This is an optimization exercise on Yosys and OpenROAD, whose aim is small area and a short achievable clock period, not a production implementation.
RTL that was checked went through simulation tests only; none was proved equivalent to the original.
Only the layout flow was run in runs 5 to 8; the RTL was not checked for function there.
Power is estimated from default activity; no workload was simulated.

File: flow/config.mk
export PLATFORM = sky130hd
export DESIGN_NAME = fifo
export DESIGN_NICKNAME = fifo
export VERILOG_FILES = /design/flow/design.v
export SDC_FILE = /design/flow/constraint.sdc
export NUM_CORES = 4
export LEC_CHECK = 0
export CAP_MARGIN = 20
export CORE_MARGIN = 2
export CORE_UTILIZATION = 40
export SLEW_MARGIN = 20
File: flow/constraint.sdc
create_clock -name core_clock -period 3.5 [get_ports {clock}]
set_input_delay 0.7000 -clock core_clock [delete_from_list [all_inputs] [get_ports {clock}]]
set_output_delay 0.7000 -clock core_clock [all_outputs]
set_load 0.01 [all_outputs]
File: flow/design.v
module fifo(input [8-1:0]  data_in,
            input write_enb,
            input read,
            output [8-1:0] data_out,
            output reg full,
            output reg empty,
            input clock,
            input reset
           );
    function integer log2;
      input integer n;
      begin
       log2 = 0;
       while(2**log2 < n)
        begin
         log2=log2+1;
        end
      end
    endfunction
    parameter ADDR_WIDTH = log2(32);
    reg   [ADDR_WIDTH : 0]     rd_ptr;  
    reg   [ADDR_WIDTH : 0]     wr_ptr;  
    wire  [ADDR_WIDTH-1 : 0]  wr_loc;
    wire  [ADDR_WIDTH-1 : 0]  rd_loc;
    reg   [8-1 : 0]  mem[32-1 : 0];
    assign wr_loc = wr_ptr[ADDR_WIDTH-1 : 0];
    assign rd_loc = rd_ptr[ADDR_WIDTH-1 : 0];
    always @(posedge clock)
     begin
      if(~reset)
       begin
        wr_ptr <= 'h0;
        rd_ptr <= 'h0;
       end 
      else
       begin
        if(write_enb & (~full))
         begin
          wr_ptr <= wr_ptr+1;
         end
        if(read & (~empty))
          rd_ptr <= rd_ptr+1;
       end 
     end
    always @(rd_ptr or wr_ptr)
     begin
     empty <= 1'b0;
     full  <= 1'b0;
     if(rd_ptr[ADDR_WIDTH-1:0]==wr_ptr[ADDR_WIDTH-1:0])
      begin
        if(rd_ptr[ADDR_WIDTH]==wr_ptr[ADDR_WIDTH])
          empty <= 1'b1;
        else
          full  <= 1'b1;
      end
     end
    always @(posedge clock)
     begin
      if (write_enb & (~full))
       mem[wr_loc] <= data_in;
     end 
    assign data_out = read ? mem[rd_loc]:'h0;
endmodule
File: flow/run.sh
#!/bin/bash
# synth_recipe.tcl (not shown) runs the flow's synth.tcl, then flattens the netlist and writes it again
# the make line also repeats each setting of config.mk as NAME=value (left out here)
make -C /OpenROAD-flow-scripts/flow DESIGN_CONFIG=/design/flow/config.mk WORK_HOME=/design/flow/orfs CLKGATE_MAP_FILE= SYNTH_SCRIPT=/design/flow/synth_recipe.tcl finish
==> flow_metrics.py, run 1 <==
metrics = {
    "place": {
        "detailed_place_hpwl_um": 14800,
        "gp_congestion": 0.788,
        "port_buffers": 21,
        "placed_area_mm2": 0.0117,
    },
    "floorplan": {
        "coreArea_mm2": 0.0268,
        "die_w_um": 169,
        "start_util_pct": 40.5,
        "ios": 22,
        "dieArea_mm2": 0.0284,
        "rows": 60,
        "die_h_um": 169,
    },
    "clock_tree": {
        "cts_buffers": 28,
        "hold_buffers": 0,
        "htree_levels": 1,
        "cts_tree": "yes",
        "root_buffer": "clkbuf_16",
        "clk_latency_ns": 0.53,
        "clkTransAtPathRegs_ns": 0.06,
        "cts_buffer_depth": 3,
        "cts.sinks": 273,
    },
    "cells_and_area": {
        "multiInputGateArea_mm2": 0.00267,
        "nets": 640,
        "area_delta_synth_final_pct": 18.0,
        "fill_cells": 2196,
        "fin_area_mm2": 0.0128,
        "register_area_mm2": 0.00804,
        "drive_above_1_share_pct": 30.6,
        "num_antenna_cells": 0,
    },
    "sta": {
        "setup_viol": 0,
        "tns_ns": 0,
        "final_hold_viol_count": 0,
        "worstMarginPinSlew_ns": 0.878,
        "slew_headroom_pct": 41.2,
        "fin_skew_ns": 0.0116,
        "fin_crit_sh_pct": 96.8,
        "grt_setup_unrepaired": "no",
        "drv_slew": 0,
        "period_needed_ns": 3.39,
        "fmax_mhz": 295,
    },
    "global_routing": {
        "overflow": 0,
        "grt_pass1_wl_um": 36300,
        "grt_max_degree": 33,
        "grt_usage_pct": 17.4,
        "grt_pass1_vias": 5656,
        "antenna_found_initial": 0,
    },
    "synthesis": {
        "synthFlopType": "edfxtp_1",
        "syn_area_per_cell_um2": 20.1,
        "yosysMostFrequentCell": "edfxtp_1",
        "synth_common_cells": "edfxtp_1, mux4_2, nor2_1",
        "synthArstFlopShare_pct": 0,
        "yosysTopAreaCell": "edfxtp_1",
        "ys_seq_area_share_pct": 74.0,
        "synth_top_area_share_pct": 70.9,
        "synthesis.nets": 557,
        "synth_edf_count": 256,
        "yosys_warnings": 1,
        "synth.ff_latch_count": 273,
        "syn_area_mm2": 0.0108,
        "synthCells": 540,
        "synth_area_leaders": "edfxtp_1, mux4_2, dfxtp_1",
        "synth_cell_types": 45,
    },
    "power": {
        "p_int_w": 0.00566,
        "p_clk_share_pct": 38.6,
        "power_w": 0.00729,
        "p_per_area_mw_per_mm2": 569,
        "p_leak_nw": 4.06,
        "swShare_pct": 22.4,
        "ir_drop_mv": 0.446,
        "p_sw_w": 0.00163,
        "power_frac_comb_pct": 11.5,
        "seqPwrFrac_pct": 49.8,
    },
    "setup_path": {
        "worstReg2RegEnd": "mem[24][7]$_DFFE_PP_",
        "cp_cell_sequence": "bufbuf_16 > buf_4 > mux4_2 > mux2_2 > o221ai_2 > a21oi_1 > clkdlybuf4s15_1",
        "path_class": "reg -> out",
        "rr_startpoint": "wr_ptr[2]$_SDFFE_PN0P_",
        "critPathMaxStageDelay_ns": 0.47,
        "r2r_cells": 7,
        "required_ns": 2.80,
        "cp_max_fo": 8,
        "cp-start-kind": "flip-flop",
        "regToRegSetupSlack_ns": 0.96,
        "end_kind": "output port",
        "cp_slowest_cell": "mux4_2",
        "crit_arrival_ns": 2.69,
    },
    "hold_path": {
        "hold_depth": 2,
        "min-delay-start": "rd_ptr[5]$_SDFFE_PN0P_",
        "whs_endpoint": "rd_ptr[5]$_SDFFE_PN0P_",
        "hold_class": "reg -> reg",
    },
    "detailed_routing": {
        "vias_per_cell": 5.55,
        "drt_wl_total_um": 23900,
        "drt_iter0_markers": 502,
        "first_pass_iters": 5,
        "routedWlPerCell_um": 24.3,
        "drc": 0,
        "vias": 5459,
        "ant_nets": 0,
    },
    "flow_run": {
        "maxCapViolCount": 0,
    },
    "run_status": {
        "outcome": "finished clean",
    },
}
## routing by layer
metal / global-route usage [%] / vias up / share of wire (%)
met5: 0 / - / 0
met4: 3.45 / 0 / 1.5
met3: 3.11 / 31 / 7.0
met1: 25.0 / 2862 / 43
li1: - / 2374 / -
met2: 28.3 / 192 / 48
## power groups by stage
stage	registers [W]	clock network, W	logic, W
after floorplan	0.00368	0	0.000476
after global placement	0.00370	0	0.000717
after detailed placement	0.00371	0	0.000729
after CTS	0.00363	0.00288	0.000854
after global routing	0.00363	0.00301	0.000895
final	0.00363	0.00282	0.000842
## stage by stage
stage | hold WS (ns) | util [%] | std cells | setup WS [ns]
2_1_floorplan | 0.488 | - | 540 | 1.08
3_3_place_gp | 0.504 | 43.7 | 923 | 0.243
5_1_grt | 0.548 | 47.8 | 984 | 0.0134
4_1_cts | 0.531 | 47.7 | 984 | 0.0117
3_5_place_dp | 0.518 | 43.7 | 923 | 0.212
6_report | 0.531 | 47.8 | 984 | 0.111
## critical path, delay by kind of cell, from the launching register on
kind	cells	cell delay, ns
AOI/OAI and AO/OA	2	0.27
muxes	2	0.81
buffers and inverters	3	0.69
DFF	1	0.39
## cell type report
type                       instances  share of cell area, %
sequential                       273                   62.8
multi-input combinational        235                   20.9
timing repair buffer              81                   6.06
clock buffer                      33                   5.79
tap                              341                   3.33
clock inverter                    17                   1.01
inverter                           4                  0.117
## cells in the final DEF (no fill, tap or decap), drive strengths merged, types with 7 or more instances in the layout
cell	netlist	final
o221ai	8	8
nor2	49	49
buf	20	59
mux4	64	64
xnor2	9	9
nand2	17	17
clkinv	0	14
edfxtp	256	256
a21oi	7	7
mux2	19	19
clkdlybuf4s50	0	13
clkbuf	8	33
dfxtp	17	17
## repair_timing
| action | CTS | global route |
|---|---|---|
| resized for setup | 21 | 3 |
| setup endpoints to repair | 8 | 2 |
| gates cloned | 2 | 0 |
| buffers inserted | 9 | 0 |
| hold endpoints to repair | 0 | 0 |
## worst max-delay path by stage
stage	start	end	slack (ns)
2_1_floorplan	flip-flop	data_out[1]	1.08
3_5_place_dp	flip-flop	data_out[6]	0.21
6_report	flip-flop	data_out[2]	0.11
5_1_grt	flip-flop	data_out[4]	0.01
3_3_place_gp	read	data_out[4]	0.24
4_1_cts	flip-flop	data_out[6]	0.01
## registers in the layout (all words and copies together), names as in the netlist, named ones only
signal  flops
mem       256
rd_ptr      6
wr_ptr      6
## kinds of logic after synthesis
family	count (synthesis)	share of synthesized area [%]
AND/OR/NAND/NOR	90	3.68
XOR/XNOR	12	0.969
AO/OA/AOI/OAI	39	3.03
adder cells (fa/ha/maj)	5	0.577
buffers and inverters	32	1.79
multiplexers	89	15.9
flip-flops	273	74.0
==> inputs of run 2 (changes only) <==
==> flow/design.v (replaced) <==
module fifo(input [8-1:0]  data_in,
            input write_enb,
            input read,
            output [8-1:0] data_out,
            output reg full,
            output reg empty,
            input clock,
            input reset
           );
    localparam W    = 8;
    localparam ROWS = 32 - 1;            
    localparam AW   = 5;                      
    localparam CW   = 6;                      
    reg  [W-1:0]    head;                    
    reg  [W-1:0]    mem [0:ROWS-1];
    reg  [ROWS-1:0] rsel;                    
    reg  [AW-1:0]   wptr;                    
    reg  [CW-1:0]   count;                   
    wire one  = (count == 1);
    wire le1  = empty | one;                 
    wire w    = write_enb & ~full;
    wire r    = read & ~empty;
    wire w_buf = w & ~empty & ~(one & read);
    wire r_buf = read & ~le1;
    assign data_out = head;
    reg [W-1:0] memout;
    integer i;
    always @* begin
      memout = {W{1'b0}};
      for (i = 0; i < ROWS; i = i + 1)
        memout = memout | (mem[i] & {W{rsel[i]}});
    end
    always @(posedge clock)
      if (read | empty)
        head <= le1 ? data_in : memout;
    always @(posedge clock)
      if (w)
        mem[wptr] <= data_in;
    always @(posedge clock)
     begin
      if (~reset)
       begin
        wptr  <= {AW{1'b0}};
        rsel  <= {{(ROWS-1){1'b0}}, 1'b1};
        count <= {CW{1'b0}};
        empty <= 1'b1;
        full  <= 1'b0;
       end
      else
       begin
        if (w_buf)
          wptr <= (wptr == ROWS-1) ? {AW{1'b0}} : wptr + 1'b1;
        if (r_buf)
          rsel <= {rsel[ROWS-2:0], rsel[ROWS-1]};
        if (w & ~r)
         begin
          count <= count + 1'b1;
          empty <= 1'b0;
          full  <= (count == 32-1);
         end
        else if (r & ~w)
         begin
          count <= count - 1'b1;
          empty <= one;
          full  <= 1'b0;
         end
       end
     end
endmodule
--- a/flow/config.mk
+++ b/flow/config.mk
@@ -7,2 +7,3 @@
 export LEC_CHECK = 0
+export ABC_CLOCK_PERIOD_IN_PS = 1600
 export CAP_MARGIN = 20
@@ -10,2 +11,3 @@
 export CORE_UTILIZATION = 40
+export SETUP_SLACK_MARGIN = 1.9
 export SLEW_MARGIN = 20
==> flow_metrics.py, run 2 <==
metrics = {
    "clock_tree": {
        "cts.sinks": 300,
        "root_buffer": "clkbuf_16",
        "cts_buffer_depth": 3,
        "cts_tree": "yes",
        "clk_latency_ns": 0.57,
        "clkTransAtPathRegs_ns": 0.06,
        "cts_buffers": 29,
        "htree_levels": 1,
    },
    "setup_path": {
        "crit_arrival_ns": 2.27,
        "cp-start-kind": "flip-flop",
        "required_ns": 3.95,
        "cp_max_fo": 3,
        "path_class": "reg -> reg",
        "end_kind": "flip-flop",
    },
    "place": {
        "port_buffers": 21,
        "gp_congestion": 0.968,
        "detailed_place_hpwl_um": 23000,
        "placed_area_mm2": 0.0120,
    },
    "detailed_routing": {
        "drc": 0,
        "vias_per_cell": 6.24,
        "drt_wl_total_um": 35900,
        "routedWlPerCell_um": 30.6,
        "first_pass_iters": 5,
        "ant_nets": 0,
        "vias": 7329,
        "drt_iter0_markers": 1034,
    },
    "synthesis": {
        "syn_area_per_cell_um2": 15.1,
        "synth_edf_count": 256,
        "synth.ff_latch_count": 300,
        "synth-simple-area-share_pct": 7.79,
        "yosysTopAreaCell": "edfxtp_1",
        "synth_common_cells": "edfxtp_1, a22oi_1, nand2_1",
        "yosysMostFrequentCell": "edfxtp_1",
        "synth_cell_types": 38,
        "synth.area.mux_share_pct": 0.0905,
        "synth_top_family_by_area": "compound AO/OA/AOI/OAI gates",
        "synthCells": 731,
        "synth_area_leaders": "edfxtp_1, dfxtp_1, a22oi_1",
        "ys_seq_area_share_pct": 77.4,
        "synthArstFlopShare_pct": 0,
        "synth_compound_gate_area_share_pct": 11.6,
        "synth_fa_ha_area_share_pct": 0.905,
        "synthesis.nets": 751,
        "synth_xor_area_share_pct": 0.317,
        "syn_area_mm2": 0.0111,
        "synth_top_area_share_pct": 69.5,
        "synthFlopType": "edfxtp_1",
        "yosys_warnings": 1,
    },
    "global_routing": {
        "overflow": 0,
        "grt_max_degree": 34,
        "grt_pass1_wl_um": 50900,
        "grt_usage_pct": 24.8,
        "antenna_found_initial": 0,
        "grt_pass1_vias": 7171,
    },
    "cells_and_area": {
        "final_common_cell": "edfxtp_1",
        "fin_area_mm2": 0.0140,
        "area_delta_synth_final_pct": 26.5,
        "top_regs": "mem: 248 flops, rsel: 31 flops, head: 8 flops",
        "layout.cells.most_common_list": "edfxtp_1, nand2_1, a22oi_1",
        "utilization_pct": 51.8,
        "nets": 830,
        "largest_reg_flops": 248,
        "drive_above_1_share_pct": 32.9,
        "num_antenna_cells": 0,
        "max_flop_register": "mem",
    },
    "sta": {
        "setup_viol": 0,
        "grt_setup_unrepaired": "yes",
        "final_hold_viol_count": 0,
        "worstMarginPinSlew_ns": 0.925,
        "drv_slew": 0,
        "fmax_mhz": 549,
        "fin_skew_ns": 0.0115,
        "period_needed_ns": 1.82,
        "fin_crit_sh_pct": 52.0,
        "tns_ns": 0,
        "slew_headroom_pct": 38.4,
    },
    "power": {
        "p_leak_nw": 4.32,
        "p_per_area_mw_per_mm2": 550,
        "power_w": 0.00769,
        "ir_drop_mv": 0.378,
    },
    "floorplan": {
        "die_h_um": 170,
        "dieArea_mm2": 0.0290,
        "die_w_um": 170,
        "start_util_pct": 40.9,
        "rows": 60,
        "coreArea_mm2": 0.0270,
        "ios": 22,
    },
    "run_status": {
        "outcome": "finished clean",
    },
    "flow_run": {
        "maxCapViolCount": 0,
    },
    "hold_path": {
        "hold_class": "reg -> reg",
    },
}
[run 2: cell types whose count changed in the layout (fill, tap and decap cells not counted), moves of 25 or more]
cell,change
a21oi_1,+28
nand4_1,+25
a22oi_1,+55
dfxtp_2,+30
mux4_2,-61
a22oi_2,+40
nand2_1,+52
nor2_1,-30
[run 2: timing repair]
item / in CTS / in global routing
gates resized for setup: 183 / 45
pin swaps: 44 / 38
hold buffers: 0 / 0
setup buffers: 34 / 13
endpoints found under the setup margin: 347 / 291
gates cloned: 1 / 2
[run 2: area by class of cell]
class / count / area (um2)
fillers: 2143 / 13000
flip-flops and latches: 300 / 8650
multi-input cells: 379 / 3020
repair buffers: 94 / 958
clock buffers: 49 / 863
well taps: 341 / 427
clock inverters: 5 / 53.8
inverters: 6 / 30.0
[run 2: report_power, final]
group / total [W] / switching [W] / internal, W / leakage (nW)
Sequential: 0.00397 / 0.0000408 / 0.00393 / 2.69
Combinational: 0.000650 / 0.000376 / 0.000273 / 1.18
Clock: 0.00307 / 0.00132 / 0.00175 / 0.446
[run 2: metrics by stage]
step                worst slack, ns  hold WS (ns)  instances
detailed placement            0.703         0.490       1070
global route                   1.64         0.518       1174
finish                         1.68         0.489       1174
floorplan                      1.51         0.490        731
global placement              0.749         0.490       1070
CTS                            1.68         0.492       1159
[run 2: worst max-delay path: stages, from the launching register on]
cell	delay (ns)
dfxtp_2	0.33
nand2b_4	0.17
inv_8	0.07
ha_4	0.15
buf_6	0.10
buf_4	0.11
nand4_1	0.16
nor3_1	0.37
o21a_1	0.19
nor3_1	0.05
[run 2: path summary, 6_finish.rpt]
kind	from	to	slack [ns]	cells after the start
worst max register to register	full$_SDFFE_PN0P_	count[5]$_SDFFE_PN0P_	1.68	9
worst min-delay path	full$_SDFFE_PN0P_	full$_SDFFE_PN0P_	0.49	2
worst max-delay path	full$_SDFFE_PN0P_	count[5]$_SDFFE_PN0P_	1.68	9
worst min register to register	full$_SDFFE_PN0P_	full$_SDFFE_PN0P_	0.49	2
[run 2: kinds of logic (layout without fill, tap and decap cells)]
| group | count (synthesis) | count (layout) |
|---|---|---|
| mux | 1 | 1 |
| simple gates | 183 | 183 |
| xor+xnor | 4 | 4 |
| compound gates | 182 | 183 |
| fa+ha+maj | 8 | 8 |
| buf+inv | 53 | 154 |
| flops | 300 | 300 |
[run 2: per-layer routing]
| metal | wire length (um) | track usage [%] | up-vias |
|---|---|---|---|
| li1 | - | - | 3056 |
| met1 | 13600 | 33.6 | 3704 |
| met2 | 17000 | 40.3 | 488 |
| met3 | 3960 | 4.33 | 81 |
| met4 | 1300 | 9.22 | 0 |
| met5 | 0 | 0 | - |
==> inputs of run 3 (changes only) <==
--- a/flow/config.mk
+++ b/flow/config.mk
@@ -11,3 +11,3 @@
 export CORE_UTILIZATION = 40
-export SETUP_SLACK_MARGIN = 1.9
+export SETUP_SLACK_MARGIN = 1.5
 export SLEW_MARGIN = 20
==> flow_metrics.py, run 3 <==
metrics = {
    "sta": {
        "fin_skew_ns": 0.0151,
        "drv_slew": 0,
        "holdWs_ns": 0.496,
        "period_needed_ns": 2.19,
        "grt_setup_unrepaired": "yes",
        "fmax_mhz": 457,
        "setup_viol": 0,
        "worstMarginPinSlew_ns": 0.832,
        "tns_ns": 0,
        "fin_crit_sh_pct": 62.6,
        "slew_headroom_pct": 44.3,
        "final_hold_viol_count": 0,
    },
    "global_routing": {
        "overflow": 0,
        "grt_usage_pct": 24.1,
        "grt_pass1_vias": 6838,
        "grt_max_degree": 33,
        "antenna_found_initial": 1,
        "grt_pass1_wl_um": 49400,
    },
    "clock_tree": {
        "clkTransAtPathRegs_ns": 0.06,
        "cts_tree": "yes",
        "clk_latency_ns": 0.58,
        "hold_buffers": 0,
        "root_buffer": "clkbuf_16",
        "htree_levels": 1,
        "cts.sinks": 300,
        "cts_buffer_depth": 3,
        "cts_buffers": 31,
    },
    "setup_path": {
        "end_kind": "flip-flop",
        "crit_start": "write_enb",
        "path_class": "in -> reg",
        "cp-endpoint": "mem[28][2]$_DFFE_PP_",
        "regToRegSetupSlack_ns": 1.45,
        "cp-start-kind": "input port",
        "worstReg2RegEnd": "mem[15][5]$_DFFE_PP_",
        "required_ns": 3.72,
        "cp_max_fo": 8,
        "crit_arrival_ns": 2.41,
        "r2r_cells": 4,
        "rr_startpoint": "wptr[0]$_SDFFE_PN0P_",
    },
    "synthesis": {
        "synthArstFlopShare_pct": 0,
        "syn_area_mm2": 0.0111,
        "synth.ff_latch_count": 300,
        "synthesis.nets": 751,
        "synth_top_area_share_pct": 69.5,
        "syn_area_per_cell_um2": 15.1,
        "synth_common_cells": "edfxtp_1, a22oi_1, nand2_1",
        "yosysMostFrequentCell": "edfxtp_1",
        "ys_seq_area_share_pct": 77.4,
        "synth_area_leaders": "edfxtp_1, dfxtp_1, a22oi_1",
        "synthCells": 731,
        "synth_cell_types": 38,
        "synth_edf_count": 256,
        "yosysTopAreaCell": "edfxtp_1",
        "yosys_warnings": 1,
        "synthFlopType": "edfxtp_1",
    },
    "cells_and_area": {
        "final_cells": 1130,
        "largest_reg_flops": 248,
        "drive_above_1_share_pct": 17.5,
        "top_regs": "mem: 248 flops, rsel: 31 flops, head: 8 flops",
        "layout.cells.most_common_list": "edfxtp_1, a22oi_1, nand2_1",
        "final_common_cell": "edfxtp_1",
        "max_flop_register": "mem",
        "area_delta_synth_final_pct": 19.1,
        "fin_area_mm2": 0.0132,
        "nets": 784,
        "num_antenna_cells": 0,
        "utilization_pct": 48.8,
    },
    "floorplan": {
        "rows": 60,
        "dieArea_mm2": 0.0290,
        "start_util_pct": 40.9,
        "coreArea_mm2": 0.0270,
        "ios": 22,
        "die_w_um": 170,
        "die_h_um": 170,
    },
    "detailed_routing": {
        "drt_wl_total_um": 34600,
        "drt_iter0_markers": 1179,
        "vias_per_cell": 6.33,
        "drc": 0,
        "first_pass_iters": 6,
        "ant_nets": 0,
        "routedWlPerCell_um": 30.6,
        "routed.top_layer": "met5",
        "wl_met2_um": 15900,
        "vias": 7156,
        "met3_length_um": 4390,
        "met1_length_um": 13000,
    },
    "power": {
        "p_clk_share_pct": 45.0,
        "power_frac_comb_pct": 5.9,
        "p_int_w": 0.00629,
        "ir_drop_mv": 0.525,
        "p_sw_w": 0.00183,
        "swShare_pct": 22.6,
        "p_per_area_mw_per_mm2": 616,
        "seqPwrFrac_pct": 49.1,
        "p_leak_nw": 4.03,
    },
    "place": {
        "detailed_place_hpwl_um": 23100,
        "port_buffers": 21,
        "placed_area_mm2": 0.0117,
        "gp_congestion": 0.988,
        "place_inst": 1067,
    },
    "run_status": {
        "outcome": "finished clean",
    },
    "flow_run": {
        "maxCapViolCount": 0,
    },
    "hold_path": {
        "hold_class": "reg -> reg",
    },
}
-- run 3: worst min-delay path by stage --
stage / from / end / slack [ns] / depth (start not counted)
final: full$_SDFFE_PN0P_ / full$_SDFFE_PN0P_ / 0.50 / 2
after floorplan: wptr[1]$_SDFFE_PN0P_ / wptr[1]$_SDFFE_PN0P_ / 0.49 / 2
after detailed placement: full$_SDFFE_PN0P_ / full$_SDFFE_PN0P_ / 0.48 / 2
after global placement: full$_SDFFE_PN0P_ / full$_SDFFE_PN0P_ / 0.47 / 2
after global routing: full$_SDFFE_PN0P_ / full$_SDFFE_PN0P_ / 0.53 / 2
after CTS: full$_SDFFE_PN0P_ / full$_SDFFE_PN0P_ / 0.49 / 2
-- run 3: stage by stage --
stage,setup WS (ns),total power (W)
after detailed placement,0.650,0.00449
after CTS,1.28,0.00812
after global placement,0.766,0.00448
final,1.31,0.00812
after floorplan,1.50,0.00426
after global routing,1.24,0.00832
-- run 3: per-layer routing --
metal	track usage [%]	vias to the layer above
li1	-	2964
met1	32.9	3585
met2	37.0	515
met3	7.02	90
met4	8.55	2
met5	0	-
-- run 3: cell type report --
type	count	area, um2
timing repair buffer	47	394
tap	341	427
sequential	300	8570
fill	2242	13800
inverter	6	22.5
clock inverter	25	360
multi-input combinational	378	2620
clock buffer	33	783
-- run 3: logic make-up (layout without fill, tap and decap cells) --
group / count (synthesis) / in the layout / share of synthesized area (%)
AND/OR/NAND/NOR: 183 / 183 / 7.79
AO/OA/AOI/OAI: 182 / 182 / 11.6
buffers and inverters: 53 / 111 / 1.83
adder cells (fa/ha/maj): 8 / 8 / 0.905
flip-flops: 300 / 300 / 77.4
multiplexers: 1 / 1 / 0.0905
XOR/XNOR: 4 / 4 / 0.317
-- run 3: worst max-delay path, stage by stage --
cell and delay (ns):
clkdlybuf4s50_1 0.51, nand2b_4 0.07, inv_2 0.10, nand2_1 0.44, nor2_2 0.58
-- run 3: power groups by stage --
stage	combinational [W]	sequential, W	clock [W]
after floorplan	0.000205	0.00406	0
after global placement	0.000422	0.00406	0
after detailed placement	0.000430	0.00406	0
after CTS	0.000463	0.00398	0.00367
after global routing	0.000511	0.00399	0.00382
final	0.000481	0.00399	0.00365
-- run 3: timing repair --
action,4_1_cts,5_1_grt
pin swaps,1,3
endpoints found under the setup margin,277,267
setup buffers,2,3
endpoints found under the hold margin,0,0
resized for setup,42,36
==> inputs of run 4 (changes only) <==
--- a/flow/config.mk
+++ b/flow/config.mk
@@ -7,3 +7,2 @@
 export LEC_CHECK = 0
-export ABC_CLOCK_PERIOD_IN_PS = 1600
 export CAP_MARGIN = 20
@@ -11,3 +10,2 @@
 export CORE_UTILIZATION = 40
-export SETUP_SLACK_MARGIN = 1.5
 export SLEW_MARGIN = 20
==> flow_metrics.py, run 4 <==
metrics = {
    "floorplan": {
        "die_w_um": 170,
        "ios": 22,
        "dieArea_mm2": 0.0290,
        "coreArea_mm2": 0.0270,
        "rows": 60,
        "start_util_pct": 40.9,
        "die_h_um": 170,
    },
    "setup_path": {
        "cp-start-kind": "flip-flop",
        "rr_startpoint": "wptr[4]$_SDFFE_PN0P_",
        "path_class": "reg -> reg",
        "r2r_cells": 2,
        "required_ns": 3.68,
        "worstReg2RegEnd": "mem[16][6]$_DFFE_PP_",
        "crit_arrival_ns": 2.58,
        "regToRegSetupSlack_ns": 1.10,
        "end_kind": "flip-flop",
        "cp_max_fo": 14,
    },
    "cells_and_area": {
        "layout.cells.most_common_list": "edfxtp_1, a22oi_1, nand2_1",
        "top_regs": "mem: 248 flops, rsel: 31 flops, head: 8 flops",
        "multiInputGateArea_mm2": 0.00230,
        "fin_area_mm2": 0.0127,
        "final_common_cell": "edfxtp_1",
        "nets": 783,
        "area_delta_synth_final_pct": 14.7,
        "largest_reg_flops": 248,
        "register_area_mm2": 0.00857,
        "final_cells": 1127,
        "num_antenna_cells": 0,
        "drive_above_1_share_pct": 9.41,
        "max_flop_register": "mem",
        "fill_cells": 2306,
    },
    "sta": {
        "setup_viol": 0,
        "final_hold_viol_count": 0,
        "slew_headroom_pct": 31.8,
        "fin_skew_ns": 0.0142,
        "tns_ns": 0,
        "fin_crit_sh_pct": 68.6,
        "worstMarginPinSlew_ns": 1.02,
        "fmax_mhz": 416,
        "drv_slew": 0,
        "period_needed_ns": 2.40,
        "grt_setup_unrepaired": "no",
    },
    "synthesis": {
        "synth_cell_types": 38,
        "synth.ff_latch_count": 300,
        "yosys_warnings": 1,
        "synthArstFlopShare_pct": 0,
        "syn_area_per_cell_um2": 15.1,
        "synth_edf_count": 256,
        "synthFlopType": "edfxtp_1",
        "yosysMostFrequentCell": "edfxtp_1",
        "synth_top_area_share_pct": 69.5,
        "yosysTopAreaCell": "edfxtp_1",
        "syn_area_mm2": 0.0111,
        "synthCells": 731,
        "synthesis.nets": 751,
        "synth_common_cells": "edfxtp_1, a22oi_1, nand2_1",
        "synth_area_leaders": "edfxtp_1, dfxtp_1, a22oi_1",
        "ys_seq_area_share_pct": 77.4,
    },
    "detailed_routing": {
        "ant_nets": 0,
        "drt_wl_total_um": 34100,
        "vias": 7185,
        "drc": 0,
        "vias_per_cell": 6.38,
        "routedWlPerCell_um": 30.2,
        "first_pass_iters": 6,
        "drt_iter0_markers": 1027,
    },
    "place": {
        "detailed_place_hpwl_um": 23300,
        "placed_area_mm2": 0.0117,
        "port_buffers": 21,
        "gp_congestion": 1.04,
        "place_inst": 1072,
    },
    "global_routing": {
        "overflow": 0,
        "grt_max_degree": 32,
        "antenna_found_initial": 0,
        "grt_usage_pct": 23.8,
        "grt_pass1_wl_um": 49100,
        "grt_pass1_vias": 6813,
    },
    "clock_tree": {
        "cts_buffer_depth": 3,
        "cts.sinks": 300,
        "cts_tree": "yes",
        "clk_latency_ns": 0.55,
        "cts_buffers": 30,
        "root_buffer": "clkbuf_16",
        "htree_levels": 1,
        "clkTransAtPathRegs_ns": 0.06,
        "cts_resized": 0,
        "cts_setup_buffers": 0,
        "hold_buffers": 0,
    },
    "hold_path": {
        "whs_endpoint": "full$_SDFFE_PN0P_",
        "hold_depth": 2,
        "min-delay-start": "full$_SDFFE_PN0P_",
        "hold_class": "reg -> reg",
    },
    "run_status": {
        "outcome": "finished clean",
    },
    "power": {
        "p_per_area_mw_per_mm2": 590,
        "p_leak_nw": 3.91,
        "ir_drop_mv": 0.453,
    },
    "flow_run": {
        "maxCapViolCount": 0,
    },
}
-- run 4: critical path, stage by stage (launching register included) --
cell,delay (ns)
dfxtp_1,0.77
or3b_2,0.59
nor2_1,0.67
-- run 4: worst max path at each step --
stage,startpoint,endpoint,depth (start not counted)
after detailed placement,write_enb,mem[30][4]$_DFFE_PP_,5
after global placement,write_enb,mem[30][7]$_DFFE_PP_,5
final,wptr[4]$_SDFFE_PN0P_,mem[16][6]$_DFFE_PP_,2
after floorplan,write_enb,count[4]$_SDFFE_PN0P_,8
after global routing,wptr[4]$_SDFFE_PN0P_,mem[16][3]$_DFFE_PP_,2
after CTS,wptr[4]$_SDFFE_PN0P_,mem[16][2]$_DFFE_PP_,2
-- run 4: power breakdown --
part	switching, W	total (W)	internal (W)
Combinational	0.000268	0.000419	0.000151
Sequential	0.0000500	0.00398	0.00393
Clock	0.00130	0.00309	0.00179
-- run 4: per-layer routing --
| metal | up-vias | track usage, % | part of all wire [%] |
|---|---|---|---|
| met3 | 90 | 4.14 | 12 |
| met4 | 0 | 8.29 | 3.9 |
| met5 | - | 0 | 0 |
| met1 | 3585 | 33.3 | 38 |
| li1 | 2953 | - | - |
| met2 | 557 | 37.8 | 46 |
-- run 4: cell families after synthesis --
| logic type | Yosys count | synth area share (%) |
|---|---|---|
| compound gates | 182 | 11.6 |
| xor+xnor | 4 | 0.317 |
| fa+ha+maj | 8 | 0.905 |
| buf+inv | 53 | 1.83 |
| flops | 300 | 77.4 |
| mux | 1 | 0.0905 |
| simple gates | 183 | 7.79 |
-- run 4: metrics by stage --
step                hold slack (ns)  setup slack, ns  util [%]  power [W]
finish                        0.496             1.10      47.0    0.00749
global placement              0.479            0.700      43.5    0.00446
detailed placement            0.485            0.636      43.5    0.00447
global route                  0.518             1.03      47.0    0.00769
floorplan                     0.490             1.21         -    0.00424
CTS                           0.496             1.13      47.0    0.00751
-- run 4: area by class of cell --
type / instances / area share (%)
Sequential cell: 300 / 67.5
Multi-Input combinational cell: 378 / 18.1
Clock buffer: 42 / 6.52
Timing Repair Buffer: 47 / 3.39
Tap cell: 341 / 3.36
Clock inverter: 13 / 0.917
Inverter: 6 / 0.177
==> inputs of run 5 (changes only) <==
--- a/flow/design.v
+++ b/flow/design.v
@@ -11,4 +11,4 @@
     localparam ROWS = 32 - 1;            
-    localparam AW   = 5;                      
-    localparam CW   = 6;                      
+    localparam AW   = 5;                     
+    localparam CW   = 6;                     
     reg  [W-1:0]    head;                    
@@ -18,6 +18,13 @@
     reg  [CW-1:0]   count;                   
-    wire one  = (count == 1);
-    wire le1  = empty | one;                 
+    reg             one;                     
+    wire two    = (count == 2);
+    wire near   = (count == 32-1);
+    wire le1    = empty | one;               
+    wire [CW-1:0] count_up = count + 1'b1;
+    wire [CW-1:0] count_dn = count - 1'b1;
+    wire [AW-1:0] wptr_up  = (wptr == ROWS-1) ? {AW{1'b0}} : wptr + 1'b1;
     wire w    = write_enb & ~full;
     wire r    = read & ~empty;
+    wire up   = w & ~r;
+    wire dn   = r & ~w;
     wire w_buf = w & ~empty & ~(one & read);
@@ -46,2 +53,3 @@
         empty <= 1'b1;
+        one   <= 1'b0;
         full  <= 1'b0;
@@ -51,17 +59,12 @@
         if (w_buf)
-          wptr <= (wptr == ROWS-1) ? {AW{1'b0}} : wptr + 1'b1;
+          wptr <= wptr_up;
         if (r_buf)
           rsel <= {rsel[ROWS-2:0], rsel[ROWS-1]};
-        if (w & ~r)
-         begin
-          count <= count + 1'b1;
-          empty <= 1'b0;
-          full  <= (count == 32-1);
-         end
-        else if (r & ~w)
-         begin
-          count <= count - 1'b1;
-          empty <= one;
-          full  <= 1'b0;
-         end
+        if (up)
+          count <= count_up;
+        else if (dn)
+          count <= count_dn;
+        empty <= (empty & ~write_enb) | (one & read & ~write_enb);
+        one   <= (empty & write_enb) | (one & ~(read ^ write_enb)) | (two & read & ~write_enb);
+        full  <= (full & ~read) | (near & write_enb & ~read);
        end
--- a/flow/config.mk
+++ b/flow/config.mk
@@ -10,2 +10,3 @@
 export CORE_UTILIZATION = 40
+export SETUP_SLACK_MARGIN = 1.9
 export SLEW_MARGIN = 20
==> flow_metrics.py, run 5 <==
metrics = {
    "run_status": {
        "outcome": "finished clean",
    },
    "synthesis": {
        "yosysMostFrequentCell": "edfxtp_1",
        "synth_top_area_share_pct": 66.7,
        "yosysTopAreaCell": "edfxtp_1",
        "synth.ff_latch_count": 301,
        "ys_seq_area_share_pct": 74.5,
        "yosys_warnings": 1,
        "synthArstFlopShare_pct": 0,
        "synth_cell_types": 46,
        "syn_area_per_cell_um2": 15.8,
        "syn_area_mm2": 0.0115,
        "synthesis.nets": 753,
        "synthFlopType": "edfxtp_1",
        "synth_area_leaders": "edfxtp_1, dfxtp_1, buf_6",
        "synth_common_cells": "edfxtp_1, nand2_1, dfxtp_1",
        "synthCells": 731,
        "synth_edf_count": 256,
    },
    "global_routing": {
        "overflow": 0,
        "grt_pass1_vias": 7305,
        "antenna_found_initial": 0,
        "grt_max_degree": 33,
        "grt_usage_pct": 23.1,
        "grt_pass1_wl_um": 50700,
    },
    "setup_path": {
        "path_class": "reg -> reg",
        "cp_max_fo": 5,
        "worst-path-buf-inv": 0,
        "cp-start-kind": "flip-flop",
        "r2r_cells": 4,
        "cp_slowest_cell": "o32a_1",
        "required_ns": 3.79,
        "crit_start": "rsel[19]$_SDFFE_PN0P_",
        "cp_cell_sequence": "a22o_1 > a221oi_2 > nand4_1 > o32a_1",
        "end_kind": "flip-flop",
        "critPathMaxStageDelay_ns": 0.43,
        "path_depth": 4,
        "crit_arrival_ns": 2.27,
        "path_delay_family": "compound AO/OA/AOI/OAI gates",
        "regToRegSetupSlack_ns": 1.53,
        "worstReg2RegEnd": "head[3]$_DFFE_PP_",
        "rr_startpoint": "rsel[19]$_SDFFE_PN0P_",
    },
    "power": {
        "swShare_pct": 21.8,
        "p_sw_w": 0.00165,
        "p_clk_share_pct": 42.0,
        "p_per_area_mw_per_mm2": 520,
        "ir_drop_mv": 0.398,
        "p_leak_nw": 4.64,
        "p_int_w": 0.00595,
        "seqPwrFrac_pct": 52.0,
        "power_frac_comb_pct": 6.0,
    },
    "clock_tree": {
        "cts_buffers": 30,
        "clk_latency_ns": 0.57,
        "clkTransAtPathRegs_ns": 0.06,
        "cts.sinks": 301,
        "cts_tree": "yes",
        "htree_levels": 1,
        "root_buffer": "clkbuf_16",
        "cts_buffer_depth": 3,
    },
    "sta": {
        "fin_crit_sh_pct": 56.4,
        "tns_ns": 0,
        "grt_setup_unrepaired": "yes",
        "fmax_mhz": 507,
        "slew_headroom_pct": 25.3,
        "fin_skew_ns": 0.0144,
        "worstMarginPinSlew_ns": 1.12,
        "final_hold_viol_count": 0,
        "drv_slew": 0,
        "period_needed_ns": 1.97,
        "setup_viol": 0,
    },
    "floorplan": {
        "coreArea_mm2": 0.0285,
        "ios": 22,
        "die_w_um": 174,
        "start_util_pct": 40.4,
        "rows": 62,
        "die_h_um": 174,
        "dieArea_mm2": 0.0302,
    },
    "cells_and_area": {
        "max_flop_register": "mem",
        "register_area_mm2": 0.00870,
        "multiInputGateArea_mm2": 0.00317,
        "num_antenna_cells": 0,
        "utilization_pct": 51.2,
        "final_common_cell": "edfxtp_1",
        "top_regs": "mem: 248 flops, rsel: 31 flops, head: 8 flops",
        "largest_reg_flops": 248,
        "area_delta_synth_final_pct": 26.9,
        "fill_cells": 2330,
        "layout.cells.most_common_list": "edfxtp_1, nand2_1, buf_4",
        "nets": 850,
        "drive_above_1_share_pct": 33.3,
    },
    "detailed_routing": {
        "vias_per_cell": 6.01,
        "drc": 0,
        "routedWlPerCell_um": 28.3,
        "first_pass_iters": 5,
        "ant_nets": 0,
        "drt_wl_total_um": 34900,
        "vias": 7428,
        "drt_iter0_markers": 899,
    },
    "place": {
        "port_buffers": 21,
        "gp_congestion": 0.939,
        "detailed_place_hpwl_um": 21500,
    },
    "hold_path": {
        "whs_endpoint": "full$_SDFF_PN0_",
        "hold_depth": 2,
        "min-delay-start": "read",
        "hold_class": "in -> reg",
    },
    "flow_run": {
        "maxCapViolCount": 0,
    },
}
[run 5: cell count changes in the layout (fill, tap and decap cells not counted), sizes merged, moves of 9 or more]
| cell | before | now |
|---|---|---|
| a221oi | 7 | 41 |
| a22o | 7 | 41 |
| a22oi | 98 | 38 |
| buf | 26 | 102 |
| clkdlybuf4s50 | 21 | 3 |
| nand2 | 75 | 84 |
[run 5: repair_timing]
| item | 4_1_cts | 5_1_grt |
|---|---|---|
| pin swaps | 56 | 45 |
| gates cloned | 1 | 0 |
| setup endpoints to repair | 407 | 282 |
| setup buffers | 65 | 10 |
| hold endpoints to repair | 0 | 0 |
| hold buffers | 0 | 0 |
| gates resized for setup | 163 | 44 |
[run 5: how the worst max path moves through the flow]
stage | to | slack, ns
2_1_floorplan | count[5]$_SDFFE_PN0P_ | 1.30
3_3_place_gp | mem[15][5]$_DFFE_PP_ | 0.66
6_report | head[3]$_DFFE_PP_ | 1.53
5_1_grt | head[3]$_DFFE_PP_ | 1.54
4_1_cts | count[5]$_SDFFE_PN0P_ | 1.62
3_5_place_dp | count[5]$_SDFFE_PN0P_ | 0.59
[run 5: per-stage QoR]
stage               hold WS (ns)  area [um2]  std cells  setup slack, ns  total power [W]
finish                     0.470       14600       1236             1.53          0.00760
global route               0.484       14600       1236             1.54          0.00778
CTS                        0.464       14400       1226             1.62          0.00760
detailed placement         0.475       12200       1104            0.588          0.00442
global placement           0.471       12200       1104            0.661          0.00440
floorplan                  0.443       11800        731             1.30          0.00423
[run 5: metal layers]
layer  track usage (%)  up-vias  part of all wire (%)
li1                  -     3105                     -
met5                 0        -                     0
met1              31.1     3769                    39
met3              3.88      106                   9.3
met4              8.54        0                   4.3
met2              37.7      448                    48
[run 5: logic make-up (layout without fill, tap and decap cells)]
group / count (synthesis) / in the layout / synth area share, %
flops: 301 / 301 / 74.5
buf+inv: 54 / 174 / 3.99
fa+ha+maj: 10 / 10 / 1.15
mux: 2 / 2 / 0.174
compound gates: 179 / 179 / 12.5
xor+xnor: 5 / 5 / 0.380
simple gates: 180 / 181 / 7.28
[run 5: cell type report]
| type | count | share of cell area (%) |
|---|---|---|
| well taps | 384 | 3.29 |
| clock inverters | 14 | 0.847 |
| flip-flops and latches | 301 | 59.5 |
| multi-input cells | 377 | 21.7 |
| clock buffers | 42 | 5.86 |
| repair buffers | 112 | 8.64 |
| inverters | 6 | 0.231 |
[run 5: power groups by stage]
stage	combinational (W)	clock, W	sequential (W)
after CTS	0.000429	0.00322	0.00396
after global routing	0.000480	0.00334	0.00396
after floorplan	0.000194	0	0.00404
after global placement	0.000358	0	0.00404
final	0.000457	0.00319	0.00395
after detailed placement	0.000375	0	0.00404
==> inputs of run 6 (changes only) <==
--- a/flow/config.mk
+++ b/flow/config.mk
@@ -10,2 +10,4 @@
 export CORE_UTILIZATION = 40
+export CTS_CLUSTER_DIAMETER = 100
+export CTS_CLUSTER_SIZE = 30
 export SETUP_SLACK_MARGIN = 1.9
==> flow_metrics.py, run 6 <==
metrics = {
    "setup_path": {
        "worstReg2RegEnd": "head[3]$_DFFE_PP_",
        "crit_start": "mem[19][3]$_DFFE_PP_",
        "regToRegSetupSlack_ns": 1.56,
        "cp-endpoint": "head[3]$_DFFE_PP_",
        "end_kind": "flip-flop",
        "r2r_cells": 4,
        "rr_startpoint": "mem[19][3]$_DFFE_PP_",
        "cp_max_fo": 1,
        "cp-start-kind": "flip-flop",
        "path_class": "reg -> reg",
        "required_ns": 3.74,
        "crit_arrival_ns": 2.18,
    },
    "synthesis": {
        "yosysTopAreaCell": "edfxtp_1",
        "yosys_warnings": 1,
        "synthCells": 731,
        "yosysMostFrequentCell": "edfxtp_1",
        "synth_area_leaders": "edfxtp_1, dfxtp_1, buf_6",
        "synthesis.nets": 753,
        "synthFlopType": "edfxtp_1",
        "synth_top_area_share_pct": 66.7,
        "synth_common_cells": "edfxtp_1, nand2_1, dfxtp_1",
        "synthArstFlopShare_pct": 0,
        "synth_edf_count": 256,
        "synth_cell_types": 46,
        "synth.ff_latch_count": 301,
        "syn_area_mm2": 0.0115,
        "ys_seq_area_share_pct": 74.5,
        "syn_area_per_cell_um2": 15.8,
    },
    "hold_path": {
        "hold_class": "in -> reg",
        "min-delay-start": "write_enb",
        "hold_depth": 2,
    },
    "power": {
        "p_clk_share_pct": 30.3,
        "p_leak_nw": 4.36,
        "p_sw_w": 0.00140,
        "ir_drop_mv": 0.283,
        "power_frac_comb_pct": 7.3,
        "p_per_area_mw_per_mm2": 450,
        "p_int_w": 0.00492,
        "seqPwrFrac_pct": 62.4,
        "swShare_pct": 22.2,
    },
    "sta": {
        "period_needed_ns": 1.94,
        "grt_setup_unrepaired": "yes",
        "fin_skew_ns": 0.0228,
        "fin_crit_sh_pct": 55.5,
        "fmax_mhz": 515,
        "slew_headroom_pct": 36.4,
        "holdWs_ns": 0.465,
        "setup_viol": 0,
        "drv_slew": 0,
        "tns_ns": 0,
        "final_hold_viol_count": 0,
        "worstMarginPinSlew_ns": 0.954,
    },
    "clock_tree": {
        "cts_tree": "yes",
        "clkTransAtPathRegs_ns": 0.11,
        "root_buffer": "clkbuf_16",
        "cts_buffer_depth": 3,
        "cts.sinks": 301,
        "htree_levels": 1,
        "cts_buffers": 14,
        "hold_buffers": 0,
        "clk_latency_ns": 0.51,
    },
    "global_routing": {
        "grt_max_degree": 33,
        "overflow": 0,
        "grt_usage_pct": 22.7,
        "grt_pass1_wl_um": 49900,
        "grt_pass1_vias": 7144,
        "antenna_found_initial": 0,
    },
    "floorplan": {
        "start_util_pct": 40.4,
        "ios": 22,
        "coreArea_mm2": 0.0285,
        "die_w_um": 174,
        "dieArea_mm2": 0.0302,
        "die_h_um": 174,
        "rows": 62,
    },
    "detailed_routing": {
        "met1_length_um": 12900,
        "drt_wl_total_um": 34500,
        "first_pass_iters": 6,
        "vias_per_cell": 6.06,
        "routed.top_layer": "met4",
        "drc": 0,
        "ant_nets": 0,
        "vias": 7296,
        "routedWlPerCell_um": 28.7,
        "drt_iter0_markers": 916,
        "met3_length_um": 3520,
        "wl_met2_um": 16500,
    },
    "place": {
        "port_buffers": 21,
        "gp_congestion": 0.939,
        "detailed_place_hpwl_um": 21500,
    },
    "cells_and_area": {
        "max_flop_register": "mem",
        "drive_above_1_share_pct": 31.0,
        "top_regs": "mem: 248 flops, rsel: 31 flops, head: 8 flops",
        "final_common_cell": "edfxtp_1",
        "largest_reg_flops": 248,
        "nets": 834,
        "area_delta_synth_final_pct": 21.9,
        "layout.cells.most_common_list": "edfxtp_1, nand2_1, buf_4",
    },
    "flow_run": {
        "maxCapViolCount": 0,
    },
    "run_status": {
        "outcome": "finished clean",
    },
}
run 6: changes by cell type in the layout (fill, tap and decap cells not counted), sizes merged:
cell	before	now
clkdlybuf4s15	1	0
bufinv	2	0
clkdlybuf4s50	3	2
diode	0	1
clkinv	11	1
clkbuf	42	23
run 6: final cells by class:
type,instances,area (um2)
antenna,1,2.50
clock buffer,21,398
clock inverter,2,32.5
fill,2398,14500
inverter,6,33.8
multi-input combinational,377,3140
sequential,301,8710
tap,384,480
timing repair buffer,112,1250
run 6: cells by family after synthesis:
family          Yosys count  synth area share, %
compound gates          179                 12.5
xor+xnor                  5                0.380
fa+ha+maj                10                 1.15
buf+inv                  54                 3.99
flops                   301                 74.5
mux                       2                0.174
simple gates            180                 7.28
run 6: routing by layer:
| metal | vias up | track usage [%] |
|---|---|---|
| li1 | 3069 | - |
| met1 | 3654 | 30.2 |
| met2 | 484 | 37.2 |
| met3 | 89 | 4.47 |
| met4 | 0 | 7.91 |
| met5 | - | 0 |
run 6: worst min-delay path by stage:
stage,endpoint,slack (ns)
global route,one$_SDFF_PN0_,0.47
global placement,count[5]$_SDFFE_PN0P_,0.47
floorplan,count[5]$_SDFFE_PN0P_,0.44
finish,one$_SDFF_PN0_,0.46
detailed placement,count[5]$_SDFFE_PN0P_,0.48
CTS,one$_SDFF_PN0_,0.44
run 6: worst max-delay path: stages, from the launching register on:
cell and delay, ns:
edfxtp_1 0.38, a22o_1 0.28, a221oi_2 0.29, nand4_1 0.31
o32a_1 0.42
run 6: per-stage QoR:
step | total power (W) | instance area, um2 | std cells | worst slack (ns) | util, %
global route | 0.00648 | 14000 | 1203 | 1.57 | 49.2
floorplan | 0.00423 | 11800 | 731 | 1.30 | -
detailed placement | 0.00442 | 12200 | 1104 | 0.588 | 42.8
global placement | 0.00440 | 12200 | 1104 | 0.661 | 42.8
CTS | 0.00631 | 13700 | 1183 | 1.62 | 47.9
finish | 0.00632 | 14000 | 1204 | 1.56 | 49.2
run 6: timing repair:
| item | in CTS | in global routing |
|---|---|---|
| pin swaps | 49 | 40 |
| setup buffers | 55 | 20 |
| cloned | 1 | 0 |
| gates resized for setup | 165 | 43 |
| endpoints found under the setup margin | 420 | 265 |
| hold endpoints to repair | 0 | 0 |
run 6: power groups by stage:
stage	Sequential, W	Combinational, W	Clock (W)
floorplan	0.00404	0.000194	0
global placement	0.00404	0.000358	0
detailed placement	0.00404	0.000375	0
CTS	0.00395	0.000429	0.00194
global route	0.00395	0.000485	0.00204
finish	0.00394	0.000460	0.00191
==> inputs of run 7 (changes only) <==
--- a/flow/design.v
+++ b/flow/design.v
@@ -19,13 +19,25 @@
     reg             one;                     
-    wire two    = (count == 2);
-    wire near   = (count == 32-1);
-    wire le1    = empty | one;               
-    wire [CW-1:0] count_up = count + 1'b1;
-    wire [CW-1:0] count_dn = count - 1'b1;
-    wire [AW-1:0] wptr_up  = (wptr == ROWS-1) ? {AW{1'b0}} : wptr + 1'b1;
-    wire w    = write_enb & ~full;
-    wire r    = read & ~empty;
-    wire up   = w & ~r;
-    wire dn   = r & ~w;
-    wire w_buf = w & ~empty & ~(one & read);
+    wire le1  = empty | one;                 
+    wire two  = (count == 2);
+    wire near = (count == 32-1);
+    wire mid  = ~le1 & ~full;                
+    wire [CW-1:0] cu = count + 1'b1;
+    wire [CW-1:0] cd = count - 1'b1;
+    wire [CW-1:0] c_w  = full  ? count : cu;
+    wire [CW-1:0] c_r  = empty ? count : cd;
+    wire [CW-1:0] c_wr = empty ? cu : full ? cd : count;
+    wire [AW-1:0] wptr_up = (wptr == ROWS-1) ? {AW{1'b0}} : wptr + 1'b1;
+    reg [CW-1:0] count_n;
+    reg          one_n;
+    always @* begin
+      case ({write_enb, read})
+        2'b10:   begin count_n = c_w;  one_n = empty; end
+        2'b01:   begin count_n = c_r;  one_n = two;   end
+        2'b11:   begin count_n = c_wr; one_n = le1;   end
+        default: begin count_n = count; one_n = one;  end
+      endcase
+    end
+    wire empty_n = ~write_enb & (empty | (read & one));
+    wire full_n  = ~read & (full | (write_enb & near));
+    wire w_buf = write_enb & (mid | (one & ~read));
     wire r_buf = read & ~le1;
@@ -43,3 +55,3 @@
     always @(posedge clock)
-      if (w)
+      if (write_enb & ~full)
         mem[wptr] <= data_in;
@@ -62,9 +74,6 @@
           rsel <= {rsel[ROWS-2:0], rsel[ROWS-1]};
-        if (up)
-          count <= count_up;
-        else if (dn)
-          count <= count_dn;
-        empty <= (empty & ~write_enb) | (one & read & ~write_enb);
-        one   <= (empty & write_enb) | (one & ~(read ^ write_enb)) | (two & read & ~write_enb);
-        full  <= (full & ~read) | (near & write_enb & ~read);
+        count <= count_n;
+        empty <= empty_n;
+        one   <= one_n;
+        full  <= full_n;
        end
--- a/flow/config.mk
+++ b/flow/config.mk
@@ -10,5 +10,5 @@
 export CORE_UTILIZATION = 40
-export CTS_CLUSTER_DIAMETER = 100
-export CTS_CLUSTER_SIZE = 30
-export SETUP_SLACK_MARGIN = 1.9
+export CTS_CLUSTER_DIAMETER = 60
+export CTS_CLUSTER_SIZE = 20
+export SETUP_SLACK_MARGIN = 1.7
 export SLEW_MARGIN = 20
==> flow_metrics.py, run 7 <==
metrics = {
    "synthesis": {
        "synth_area_leaders": "edfxtp_1, dfxtp_1, a221oi_1",
        "synthArstFlopShare_pct": 0,
        "yosys_warnings": 1,
        "synthesis.nets": 761,
        "synth_cell_types": 50,
        "synth.ff_latch_count": 301,
        "synth_edf_count": 256,
        "synth_top_area_share_pct": 68.2,
        "ys_seq_area_share_pct": 76.2,
        "yosysMostFrequentCell": "edfxtp_1",
        "synthCells": 742,
        "synthFlopType": "edfxtp_1",
        "yosysTopAreaCell": "edfxtp_1",
        "syn_area_per_cell_um2": 15.2,
        "synth_common_cells": "edfxtp_1, nand2_1, dfxtp_1",
        "syn_area_mm2": 0.0113,
    },
    "sta": {
        "worstMarginPinSlew_ns": 1.04,
        "fin_crit_sh_pct": 55.1,
        "grt_setup_unrepaired": "yes",
        "tns_ns": 0,
        "drv_slew": 0,
        "final_hold_viol_count": 0,
        "period_needed_ns": 1.93,
        "fmax_mhz": 518,
        "setup_viol": 0,
        "slew_headroom_pct": 30.3,
        "fin_skew_ns": 0.0312,
    },
    "clock_tree": {
        "root_buffer": "clkbuf_16",
        "cts_tree": "yes",
        "clkTransAtPathRegs_ns": 0.08,
        "cts.sinks": 301,
        "cts_buffers": 23,
        "cts_buffer_depth": 3,
        "clk_latency_ns": 0.54,
        "hold_buffers": 0,
        "htree_levels": 1,
    },
    "cells_and_area": {
        "final_cells": 1164,
        "num_antenna_cells": 0,
        "top_regs": "mem: 248 flops, rsel: 31 flops, head: 8 flops",
        "area_delta_synth_final_pct": 18.8,
        "fill_cells": 2345,
        "nets": 788,
        "largest_reg_flops": 248,
        "max_flop_register": "mem",
        "drive_above_1_share_pct": 23.7,
        "final_common_cell": "edfxtp_1",
        "utilization_pct": 48.2,
        "layout.cells.most_common_list": "edfxtp_1, nand2_1, a22o_1, a21oi_1, a22oi_1",
    },
    "floorplan": {
        "dieArea_mm2": 0.0295,
        "die_h_um": 172,
        "coreArea_mm2": 0.0278,
        "ios": 22,
        "rows": 61,
        "start_util_pct": 40.6,
        "die_w_um": 172,
    },
    "setup_path": {
        "cp-start-kind": "flip-flop",
        "end_kind": "flip-flop",
        "cp_slowest_cell": "dfxtp_4",
        "path_class": "reg -> reg",
        "cp_max_fo": 7,
        "r2r_cells": 5,
        "rr_startpoint": "rsel[21]$_SDFFE_PN0P_",
        "required_ns": 3.78,
        "cp_cell_sequence": "buf_8 > a22o_4 > a221oi_4 > nand4_1 > o32a_1",
        "crit_arrival_ns": 2.21,
        "critPathMaxStageDelay_ns": 0.37,
        "crit_start": "rsel[21]$_SDFFE_PN0P_",
    },
    "global_routing": {
        "met2_usage_pct": 37.1,
        "top_usage_layer": "met2",
        "grt_use_met3_pct": 3.62,
        "grt_pass1_vias": 6858,
        "grt_pass1_wl_um": 49200,
        "antenna_found_initial": 0,
        "grt_max_degree": 33,
        "overflow": 0,
        "gr-usage-met1_pct": 33.9,
        "grt_usage_pct": 23.5,
    },
    "detailed_routing": {
        "drt_iter0_markers": 1110,
        "routedWlPerCell_um": 29.3,
        "drt_wl_total_um": 34100,
        "vias_per_cell": 6.13,
        "first_pass_iters": 5,
        "vias": 7141,
        "drc": 0,
        "ant_nets": 0,
    },
    "place": {
        "port_buffers": 21,
        "detailed_place_hpwl_um": 23200,
        "place_inst": 1106,
        "gp_congestion": 0.953,
    },
    "flow_run": {
        "maxCapViolCount": 0,
    },
    "power": {
        "power_w": 0.00687,
        "p_per_area_mw_per_mm2": 513,
        "ir_drop_mv": 0.249,
        "p_leak_nw": 4.07,
    },
    "hold_path": {
        "min-delay-start": "count[5]$_SDFFE_PN0P_",
        "hold_depth": 2,
        "hold_class": "reg -> reg",
    },
    "run_status": {
        "outcome": "finished clean",
    },
}
## run 7: cell count changes after synthesis, sizes merged, moves of 3 or more
cell	delta
nor2	-3
buf	-36
xnor2	+3
nor4	-3
nor3	+6
nand4	-3
xor2	-5
a21oi	+3
clkbuf	+40
o31ai	-4
## run 7: critical path, delay by kind of cell (launching register included)
kind | cells | cell delay, ns
compound gates | 3 | 0.87
flops | 1 | 0.37
simple gates | 1 | 0.29
buf+inv | 1 | 0.14
## run 7: final cells by class
type	count	area, um2	share of cell area, %
multi-input combinational	381	3000	22.4
sequential	301	8660	64.6
clock inverter	12	140	1.05
timing repair buffer	54	492	3.67
tap	378	473	3.53
inverter	8	30.0	0.224
clock buffer	30	602	4.49
## run 7: final timing paths
check                                        endpoint  slack, ns
worst max-delay path                head[3]$_DFFE_PP_       1.57
worst min-delay path            count[5]$_SDFFE_PN0P_       0.52
worst max register to register      head[3]$_DFFE_PP_       1.57
worst min register to register  count[5]$_SDFFE_PN0P_       0.52
## run 7: power breakdown
part / internal, W / total (W) / switching (W) / leakage [nW]
sequential: 0.00391 / 0.00395 / 0.0000367 / 2.70
clock: 0.00128 / 0.00261 / 0.00133 / 0.354
combinational: 0.000110 / 0.000318 / 0.000208 / 1.02
total: 0.00530 / 0.00687 / 0.00157 / 4.07
## run 7: metrics by stage
step	hold WS, ns	setup WS (ns)	cell area, um2
floorplan	0.456	1.62	11500
global placement	0.491	0.927	12100
detailed placement	0.504	0.883	12100
CTS	0.513	1.54	13200
global route	0.539	1.57	13400
finish	0.518	1.57	13400
## run 7: repair_timing
action / 4_1_cts / 5_1_grt
buffers inserted: 10 / 6
resized for setup: 103 / 33
pin swaps: 8 / 6
endpoints found under the setup margin: 314 / 30
## run 7: routing by layer
metal / vias to the layer above / share of wire [%]
met5: - / 0
met4: 0 / 2.5
met3: 46 / 10
met2: 461 / 47
met1: 3634 / 40
li1: 3000 / -
## run 7: cell families after synthesis
logic type / synth area share (%)
AO/OA/AOI/OAI: 12.8
XOR/XNOR: 0.233
adder cells (fa/ha/maj): 0.777
buffers and inverters: 2.16
flip-flops: 76.2
multiplexers: 0.355
AND/OR/NAND/NOR: 7.48
==> inputs of run 8 (changes only) <==
--- a/flow/config.mk
+++ b/flow/config.mk
@@ -9,3 +9,3 @@
 export CORE_MARGIN = 2
-export CORE_UTILIZATION = 40
+export CORE_UTILIZATION = 60
 export CTS_CLUSTER_DIAMETER = 60
==> flow_metrics.py, run 8 <==
metrics = {
    "sta": {
        "final_hold_viol_count": 0,
        "tns_ns": 0,
        "period_needed_ns": 1.86,
        "holdWs_ns": 0.493,
        "fmax_mhz": 538,
        "slew_headroom_pct": 30.1,
        "grt_setup_unrepaired": "yes",
        "fin_crit_sh_pct": 53.1,
        "setup_viol": 0,
        "drv_slew": 0,
        "worstMarginPinSlew_ns": 1.05,
        "fin_skew_ns": 0.0281,
    },
    "synthesis": {
        "synthCells": 742,
        "syn_area_per_cell_um2": 15.2,
        "synthesis.nets": 761,
        "yosys_warnings": 1,
        "synth.ff_latch_count": 301,
        "syn_area_mm2": 0.0113,
        "synthArstFlopShare_pct": 0,
        "synth_area_leaders": "edfxtp_1, dfxtp_1, a221oi_1",
        "synthFlopType": "edfxtp_1",
        "synth_cell_types": 50,
        "yosysMostFrequentCell": "edfxtp_1",
        "synth_edf_count": 256,
        "ys_seq_area_share_pct": 76.2,
        "synth_top_area_share_pct": 68.2,
        "yosysTopAreaCell": "edfxtp_1",
        "synth_common_cells": "edfxtp_1, nand2_1, dfxtp_1",
    },
    "setup_path": {
        "crit_arrival_ns": 2.12,
        "rr_startpoint": "rsel[21]$_SDFFE_PN0P_",
        "required_ns": 3.76,
        "worstReg2RegEnd": "head[3]$_DFFE_PP_",
        "path_class": "reg -> reg",
        "cp_max_fo": 4,
        "regToRegSetupSlack_ns": 1.64,
        "end_kind": "flip-flop",
        "r2r_cells": 5,
        "cp-start-kind": "flip-flop",
    },
    "clock_tree": {
        "cts_buffer_depth": 3,
        "cts.sinks": 301,
        "cts_tree": "yes",
        "cts_buffers": 22,
        "clkTransAtPathRegs_ns": 0.08,
        "hold_buffers": 0,
        "clk_latency_ns": 0.53,
        "root_buffer": "clkbuf_16",
        "htree_levels": 1,
    },
    "cells_and_area": {
        "layout.cells.most_common_list": "edfxtp_1, nand2_1, buf_4",
        "final_common_cell": "edfxtp_1",
        "fill_cells": 1156,
        "area_delta_synth_final_pct": 19.2,
        "nets": 812,
        "max_flop_register": "mem",
        "num_antenna_cells": 0,
        "drive_above_1_share_pct": 26.2,
        "top_regs": "mem: 248 flops, rsel: 31 flops, head: 8 flops",
        "largest_reg_flops": 248,
    },
    "floorplan": {
        "die_w_um": 141,
        "die_h_um": 141,
        "rows": 50,
        "coreArea_mm2": 0.0186,
        "dieArea_mm2": 0.0199,
        "start_util_pct": 60.7,
        "ios": 22,
    },
    "detailed_routing": {
        "ant_nets": 0,
        "drt_wl_total_um": 34100,
        "vias_per_cell": 7.10,
        "vias": 7382,
        "first_pass_iters": 7,
        "routedWlPerCell_um": 32.8,
        "drc": 0,
        "drt_iter0_markers": 1137,
    },
    "global_routing": {
        "grt_usage_pct": 34.5,
        "grt_max_degree": 36,
        "antenna_found_initial": 0,
        "overflow": 0,
        "grt_pass1_wl_um": 48600,
        "grt_pass1_vias": 6957,
    },
    "place": {
        "detailed_place_hpwl_um": 22700,
        "gp_congestion": 0.972,
        "port_buffers": 21,
    },
    "hold_path": {
        "hold_class": "reg -> reg",
        "min-delay-start": "count[5]$_SDFFE_PN0P_",
        "whs_endpoint": "count[5]$_SDFFE_PN0P_",
        "hold_depth": 2,
    },
    "power": {
        "power_w": 0.00689,
        "ir_drop_mv": 0.479,
        "p_leak_nw": 4.22,
        "p_per_area_mw_per_mm2": 513,
    },
    "flow_run": {
        "maxCapViolCount": 0,
    },
    "run_status": {
        "outcome": "finished clean",
    },
}
==> run 8: cell families after synthesis <==
family / Yosys count / share of synthesized area [%]
compound gates: 185 / 12.8
xor+xnor: 3 / 0.233
fa+ha+maj: 7 / 0.777
buf+inv: 60 / 2.16
flops: 301 / 76.2
mux: 4 / 0.355
simple gates: 182 / 7.48
==> run 8: report_power, final <==
group | leakage, nW | switching, W | total, W | internal [W]
clock | 0.356 | 0.00128 | 0.00264 | 0.00136
combinational | 1.16 | 0.000208 | 0.000315 | 0.000107
sequential | 2.70 | 0.0000318 | 0.00394 | 0.00391
total | 4.22 | 0.00152 | 0.00689 | 0.00537
==> run 8: area by class of cell <==
class / count / area (um2) / share of cell area, %
clock buffers: 27 / 612 / 4.55
clock inverters: 10 / 119 / 0.884
inverters: 8 / 30.0 / 0.223
multi-input cells: 381 / 3010 / 22.4
flip-flops and latches: 301 / 8670 / 64.5
well taps: 234 / 293 / 2.18
repair buffers: 79 / 704 / 5.24
==> run 8: worst max-delay path, stage by stage, from the launching register on <==
cell,delay [ns]
dfxtp_1,0.32
buf_6,0.13
a22o_1,0.26
a221oi_2,0.28
nand4_1,0.26
o32a_1,0.36
==> run 8: metal layers <==
metal | routed length [um] | share of wire, % | up-vias | GRT usage (%)
met5 | 0 | 0 | - | 0
met2 | 15700 | 46 | 594 | 53.9
met3 | 4540 | 13 | 92 | 8.22
li1 | - | - | 3044 | -
met4 | 1520 | 4.4 | 0 | 11.9
met1 | 12400 | 36 | 3652 | 48.5
==> run 8: per-stage QoR <==
stage               cells  instance area [um2]  worst slack [ns]  util, %
finish               1040                13400              1.64     72.4
global route         1040                13400              1.62     72.4
CTS                  1025                13200              1.60     71.1
detailed placement    964                12000             0.760     64.4
global placement      964                12000             0.835     64.4
floorplan             742                11500              1.62        -
==> run 8: worst max-delay path by stage <==
stage,slack (ns),from,cells past startpoint,end
finish,1.64,rsel[21]$_SDFFE_PN0P_,5,head[3]$_DFFE_PP_
floorplan,1.62,write_enb,4,mem[13][0]$_DFFE_PP_
global route,1.62,rsel[3]$_SDFFE_PN0P_,5,head[2]$_DFFE_PP_
global placement,0.84,write_enb,5,mem[14][2]$_DFFE_PP_
CTS,1.60,empty$_SDFF_PN1_,1,empty
detailed placement,0.76,write_enb,5,mem[14][0]$_DFFE_PP_
==> run 8: repair_timing <==
item | CTS | global route
resized for setup | 121 | 28
pin swaps | 18 | 19
buffers inserted | 24 | 15
setup endpoints to repair | 355 | 104

==> separate check: timing with driven ports <==
Ports are ideal in the flow. The routed layouts listed here were re-timed in OpenROAD.
Step 1 assumes that a clkbuf_16 drives the clock port and a buf_2 every other input.
Step 2 also shifts input and output timing later by t, the mid clock arrival at the registers, as if the neighbouring blocks saw the same clock.
Three values: no drivers, after step 1, after step 2; two values: the first two.
run	t, ns	setup WS [ns]	worst slew at a driven data input, ns	cell pins on the clock port's net
run 1	0.573	0.111 / 0.066 / 0.442	0.03	1
run 2	0.609	1.680 / 1.678 / 1.123	0.04	1
run 3	0.618	1.310 / 1.333 / 0.715	0.04	1
run 4	0.597	1.098 / 1.098 / 0.561	0.04	1
run 5	0.605	1.526 / 1.526 / 1.045	0.03	1
run 6	0.542	1.559 / 1.559 / 1.132	0.03	1
run 7	0.580	1.571 / 1.571 / 1.139	0.03	1
run 8	0.569	1.640 / 1.640 / 1.276	0.03	1
After both steps every run listed still meets setup and hold. The setup slack of run 3, which loses most, moves by +0.023 ns with the drivers and by -0.595 ns with both steps.
